From an optimization exercise on the open Yosys and OpenROAD flow, aimed at small area and a short achievable clock period; shortcuts taken in it are not production practice.
Where RTL was checked, it was by simulation tests only, not by an equivalence proof against the original.

## run 1
==> module heap, before the edit <==
module heap
#(
	parameter DATA_WIDTH = 32,
	parameter KEY_WIDTH = 16,
	parameter NLEVELS = 5
	)
(
	input clk,
	input rstn,
	input [DATA_WIDTH-1:0] din,
	input en,
	input init,
	input flush,
	output reg [DATA_WIDTH-1:0] dout,
	output reg valid
    );
localparam W = 31;
reg         op0;         
reg [W-1:0] x0;          
reg         init_r;
reg         live;        
reg [5:0]   fcnt;        
reg         fwait;       
wire fop = (fcnt != 6'd0) & ~fwait;
always @(posedge clk or negedge rstn) begin
	if (!rstn) begin
		op0 <= 1'b0;
		init_r <= 1'b0;
		live <= 1'b0;
		fcnt <= 6'd0;
		fwait <= 1'b0;
	end
	else begin
		op0 <= en | fop;
		init_r <= init;
		if (init)
			live <= 1'b1;
		if (flush) begin
			fcnt <= 6'd63;
			fwait <= 1'b0;
		end
		else if (fcnt != 6'd0) begin
			fwait <= ~fwait;
			if (fop)
				fcnt <= fcnt - 6'd1;
		end
	end
end
always @(posedge clk) begin
	x0[W-1:17] <= din[29:16];
	x0[16:0]   <= fop ? 17'd0 : {din[15], ~din[15], din[14:0]};
end
wire [W*1-1:0]  l0;
wire [W*2-1:0]  l1;
wire [W*4-1:0]  l2;
wire [W*8-1:0]  l3;
wire [W*16-1:0] l4;
wire [W*32-1:0] l5;
wire         we0, we1, we2;
wire [W-1:0] wd0, wd1, wd2;
reg          a1, a2, a3, a4, a5;
reg  [0:0]   p1;
reg  [1:0]   p2;
reg  [2:0]   p3;
reg  [3:0]   p4;
reg  [4:0]   p5;
reg  [W-1:0] x1, x2, x3, x4, x5;
reg          pv3, pv4;
reg  [2:0]   pa3;
reg  [3:0]   pa4;
reg  [W-1:0] pd3, pd4;
data_store #(.K(0)) U_L0 (.clk(clk), .clr(init_r), .we(we0), .wa(1'b0), .wd(wd0), .q(l0));
data_store #(.K(1)) U_L1 (.clk(clk), .clr(init_r), .we(we1), .wa(p1),   .wd(wd1), .q(l1));
data_store #(.K(2)) U_L2 (.clk(clk), .clr(init_r), .we(we2), .wa(p2),   .wd(wd2), .q(l2));
data_store #(.K(3)) U_L3 (.clk(clk), .clr(init_r), .we(pv3), .wa(pa3),  .wd(pd3), .q(l3));
data_store #(.K(4)) U_L4 (.clk(clk), .clr(init_r), .we(pv4), .wa(pa4),  .wd(pd4), .q(l4));
data_store #(.K(5)) U_L5 (.clk(clk), .clr(init_r), .we(a5),  .wa(p5),   .wd(x5),  .q(l5));
wire gt_rx;
wire s0, swp0;
sort_node U_CR (.x(x0), .c0(x0), .c1(l0), .s(gt_rx), .swp(), .wd());
sort_node U_N0 (.x(x0), .c0(l1[0 +: W]), .c1(l1[W +: W]), .s(s0), .swp(swp0), .wd(wd0));
wire [W-1:0] out = gt_rx ? l0 : x0;
assign we0 = op0 & gt_rx;
always @(posedge clk) begin
	dout <= {2'b00, out[30:17], out[16], out[14:0]};
end
always @(posedge clk or negedge rstn) begin
	if (!rstn)
		valid <= 1'b0;
	else
		valid <= op0 & live & (out[16] ^ out[15]);
end
wire s1, swp1;
wire [2*W-1:0] pr1 = p1[0] ? l2[2*W +: 2*W] : l2[0 +: 2*W];
sort_node U_N1 (.x(x1), .c0(pr1[0 +: W]), .c1(pr1[W +: W]), .s(s1), .swp(swp1), .wd(wd1));
assign we1 = a1;
reg  [4*W-1:0] pf2;
wire [4*W-1:0] rd3r = p1[0] ? l3[4*W +: 4*W] : l3[0 +: 4*W];
wire [4*W-1:0] rd3;
wire h3p = pv3 & (pa3[2] == p1[0]);
genvar j;
generate for (j = 0; j < 4; j = j + 1) begin: g_f3
	assign rd3[j*W +: W] = (h3p & (pa3[1:0] == j)) ? pd3 : rd3r[j*W +: W];
end
endgenerate
wire s2, swp2;
wire [2*W-1:0] q2 = p2[0] ? pf2[2*W +: 2*W] : pf2[0 +: 2*W];
reg  [1:0] hs2;      
wire [W-1:0] c20 = hs2[0] ? pd3 : q2[0 +: W];
wire [W-1:0] c21 = hs2[1] ? pd3 : q2[W +: W];
sort_node U_N2 (.x(x2), .c0(c20), .c1(c21), .s(s2), .swp(swp2), .wd(wd2));
assign we2 = a2;
reg  [4*W-1:0] pf3;
wire [4*W-1:0] rd4r, rd4;
dpram #(.NP(4), .AW(2), .DW(4*W)) U_RD4 (.sel(p2), .din(l4), .dout(rd4r));
wire h4p = pv4 & (pa4[3:2] == p2);
generate for (j = 0; j < 4; j = j + 1) begin: g_f4
	assign rd4[j*W +: W] = (h4p & (pa4[1:0] == j)) ? pd4 : rd4r[j*W +: W];
end
endgenerate
wire s3, swp3;
wire [W-1:0] wd3;
wire [2*W-1:0] q3 = p3[0] ? pf3[2*W +: 2*W] : pf3[0 +: 2*W];
reg  [1:0] hs3;      
wire [W-1:0] c30 = hs3[0] ? pd4 : q3[0 +: W];
wire [W-1:0] c31 = hs3[1] ? pd4 : q3[W +: W];
sort_node U_N3 (.x(x3), .c0(c30), .c1(c31), .s(s3), .swp(swp3), .wd(wd3));
reg  [4*W-1:0] pf4;
wire [4*W-1:0] rd5;
dpram #(.NP(8), .AW(3), .DW(4*W)) U_RD5 (.sel(p3), .din(l5), .dout(rd5));
wire h5 = a5 & (p5[4:2] == p3);
wire [4*W-1:0] rd5f;
generate for (j = 0; j < 4; j = j + 1) begin: g_f5
	assign rd5f[j*W +: W] = (h5 & (p5[1:0] == j)) ? x5 : rd5[j*W +: W];
end
endgenerate
wire s4, swp4;
wire [W-1:0] wd4;
wire [2*W-1:0] q4 = p4[0] ? pf4[2*W +: 2*W] : pf4[0 +: 2*W];
sort_node U_N4 (.x(x4), .c0(q4[0 +: W]), .c1(q4[W +: W]), .s(s4), .swp(swp4), .wd(wd4));
always @(posedge clk or negedge rstn) begin
	if (!rstn) begin
		a1 <= 1'b0;
		a2 <= 1'b0;
		a3 <= 1'b0;
		a4 <= 1'b0;
		a5 <= 1'b0;
		pv3 <= 1'b0;
		pv4 <= 1'b0;
	end
	else begin
		a1 <= op0 & gt_rx & swp0;
		a2 <= a1 & swp1;
		a3 <= a2 & swp2;
		a4 <= a3 & swp3;
		a5 <= a4 & swp4;
		pv3 <= a3;
		pv4 <= a4;
	end
end
always @(posedge clk) begin
	x1 <= x0;
	x2 <= x1;
	x3 <= x2;
	x4 <= x3;
	x5 <= x4;
	p1 <= s0;
	p2 <= {p1, s1};
	p3 <= {p2, s2};
	p4 <= {p3, s3};
	p5 <= {p4, s4};
	pa3 <= p3;
	pa4 <= p4;
	pd3 <= wd3;
	pd4 <= wd4;
	pf2 <= rd3;
	hs2[0] <= a3 & (p3[2] == p1[0]) & (p3[1] == s1) & ~p3[0];
	hs2[1] <= a3 & (p3[2] == p1[0]) & (p3[1] == s1) &  p3[0];
	hs3[0] <= a4 & (p4[3:2] == p2) & (p4[1] == s2) & ~p4[0];
	hs3[1] <= a4 & (p4[3:2] == p2) & (p4[1] == s2) &  p4[0];
	pf3 <= rd4;
	pf4 <= rd5f;
end
endmodule
clock: 8.0 ns
lec_check: 0
abc_area: 1
cap_margin: 20
core_margin: 2
core_utilization: 60
setup_slack_margin: 5
slew_margin: 20
run.sh (not shown) runs the stock make flow with config.mk's settings and CLKGATE_MAP_FILE= SYNTH_SCRIPT=/design/flow/synth_recipe.tcl, a recipe that flattens the netlist after the stock synthesis.
## Diff of input files: run 2 against run 1
-- flow/design.v --
<<< run 1, line 172
sort_node U_N1 (.x(x1), .c0(pr1[0 +: W]), .c1(pr1[W +: W]), .s(s1), .swp(swp1), .wd(wd1));
assign we1 = a1;
reg  [4*W-1:0] pf2;
wire [4*W-1:0] rd3r = p1[0] ? l3[4*W +: 4*W] : l3[0 +: 4*W];
wire [4*W-1:0] rd3;
wire h3p = pv3 & (pa3[2] == p1[0]);
genvar j;
generate for (j = 0; j < 4; j = j + 1) begin: g_f3
	assign rd3[j*W +: W] = (h3p & (pa3[1:0] == j)) ? pd3 : rd3r[j*W +: W];
end
endgenerate
wire s2, swp2;
wire [2*W-1:0] q2 = p2[0] ? pf2[2*W +: 2*W] : pf2[0 +: 2*W];
reg  [1:0] hs2;      
wire [W-1:0] c20 = hs2[0] ? pd3 : q2[0 +: W];
>>> run 2, line 172
sort_node U_N1 (.x(x1), .c0(pr1[0 +: W]), .c1(pr1[W +: W]), .s(s1), .swp(swp1), .wd(wd1));
assign we1 = a1;
wire s2, swp2;
wire [2*W-1:0] q2;
dpram #(.NP(4), .AW(2), .DW(2*W)) U_RD3 (.sel(p2), .din(l3), .dout(q2));
reg  [1:0] hs2;      
wire [W-1:0] c20 = hs2[0] ? pd3 : q2[0 +: W];
<<< run 1, line 188
sort_node U_N2 (.x(x2), .c0(c20), .c1(c21), .s(s2), .swp(swp2), .wd(wd2));
assign we2 = a2;
reg  [4*W-1:0] pf3;
wire [4*W-1:0] rd4r, rd4;
dpram #(.NP(4), .AW(2), .DW(4*W)) U_RD4 (.sel(p2), .din(l4), .dout(rd4r));
wire h4p = pv4 & (pa4[3:2] == p2);
generate for (j = 0; j < 4; j = j + 1) begin: g_f4
	assign rd4[j*W +: W] = (h4p & (pa4[1:0] == j)) ? pd4 : rd4r[j*W +: W];
end
endgenerate
wire s3, swp3;
wire [W-1:0] wd3;
wire [2*W-1:0] q3 = p3[0] ? pf3[2*W +: 2*W] : pf3[0 +: 2*W];
reg  [1:0] hs3;      
wire [W-1:0] c30 = hs3[0] ? pd4 : q3[0 +: W];
wire [W-1:0] c31 = hs3[1] ? pd4 : q3[W +: W];
sort_node U_N3 (.x(x3), .c0(c30), .c1(c31), .s(s3), .swp(swp3), .wd(wd3));
reg  [4*W-1:0] pf4;
wire [4*W-1:0] rd5;
dpram #(.NP(8), .AW(3), .DW(4*W)) U_RD5 (.sel(p3), .din(l5), .dout(rd5));
wire h5 = a5 & (p5[4:2] == p3);
wire [4*W-1:0] rd5f;
generate for (j = 0; j < 4; j = j + 1) begin: g_f5
	assign rd5f[j*W +: W] = (h5 & (p5[1:0] == j)) ? x5 : rd5[j*W +: W];
end
endgenerate
wire s4, swp4;
wire [W-1:0] wd4;
wire [2*W-1:0] q4 = p4[0] ? pf4[2*W +: 2*W] : pf4[0 +: 2*W];
sort_node U_N4 (.x(x4), .c0(q4[0 +: W]), .c1(q4[W +: W]), .s(s4), .swp(swp4), .wd(wd4));
always @(posedge clk or negedge rstn) begin
>>> run 2, line 180
sort_node U_N2 (.x(x2), .c0(c20), .c1(c21), .s(s2), .swp(swp2), .wd(wd2));
assign we2 = a2;
wire s3, swp3;
wire [W-1:0] wd3;
wire [2*W-1:0] q3;
dpram #(.NP(8), .AW(3), .DW(2*W)) U_RD4 (.sel(p3), .din(l4), .dout(q3));
reg  [1:0] hs3;      
wire [W-1:0] c30 = hs3[0] ? pd4 : q3[0 +: W];
wire [W-1:0] c31 = hs3[1] ? pd4 : q3[W +: W];
sort_node U_N3 (.x(x3), .c0(c30), .c1(c31), .s(s3), .swp(swp3), .wd(wd3));
wire s4, swp4;
wire [W-1:0] wd4;
wire [2*W-1:0] q4;
dpram #(.NP(16), .AW(4), .DW(2*W)) U_RD5 (.sel(p4), .din(l5), .dout(q4));
sort_node U_N4 (.x(x4), .c0(q4[0 +: W]), .c1(q4[W +: W]), .s(s4), .swp(swp4), .wd(wd4));
always @(posedge clk or negedge rstn) begin
<<< run 1, line 251
	pd3 <= wd3;
	pd4 <= wd4;
	pf2 <= rd3;
	hs2[0] <= a3 & (p3[2] == p1[0]) & (p3[1] == s1) & ~p3[0];
	hs2[1] <= a3 & (p3[2] == p1[0]) & (p3[1] == s1) &  p3[0];
	hs3[0] <= a4 & (p4[3:2] == p2) & (p4[1] == s2) & ~p4[0];
	hs3[1] <= a4 & (p4[3:2] == p2) & (p4[1] == s2) &  p4[0];
	pf3 <= rd4;
	pf4 <= rd5f;
end
endmodule
>>> run 2, line 228
	pd3 <= wd3;
	pd4 <= wd4;
	hs2[0] <= a3 & (p3[2] == p1[0]) & (p3[1] == s1) & ~p3[0];
	hs2[1] <= a3 & (p3[2] == p1[0]) & (p3[1] == s1) &  p3[0];
	hs3[0] <= a4 & (p4[3:2] == p2) & (p4[1] == s2) & ~p4[0];
	hs3[1] <= a4 & (p4[3:2] == p2) & (p4[1] == s2) &  p4[0];
end
endmodule
[summary]
Via count on run 2 is ahead of run 1. Run 2 vs. run 1: number of buffers between clock root and the deepest sink moved down; critical path depth went up 19; distinct cell type count of the synthesized netlist shows an increase of 6.0%; area overhead of the layout relative to synthesis went up 5.8 points. Compared with run 1, in run 2 critical path data arrival time climbed 270 ps, setup TNS level. Run 1 → run 2: die boundary height lower; XOR/XNOR share of the synthesized area roughly the same.
Only the layout flow was run in run 2; the RTL was not checked for function there.

static timing again, ports no longer ideal:
The results above use ideal ports. As a check the final layouts listed here were re-extracted and re-timed, cells and wires unchanged.
Step 1 sets driving cells, clkbuf_16 on the clock port and buf_2 on the other inputs (assumed; they add their load-dependent delay and slew).
Step 2 adds t to the input delays and takes it off the output delays; t is the mean of the earliest and latest rising clock arrival at the registers after step 1. Input paths then give back, and output paths get back, about the clock's delay inside the block.
Three values: ideal ports, drivers, drivers and shift; two values: the first two.
run | t, ns | setup slack, ns | worst setup path after step 2 | clock arrival spread, ns
run 1 | 1.026 | 4.889 / 4.889 / 4.889 | register to register | 0.072 / 0.071
run 2 | 0.921 | 4.627 / 4.627 / 4.627 | register to register | 0.044 / 0.044
After both steps every run listed still meets setup and hold.
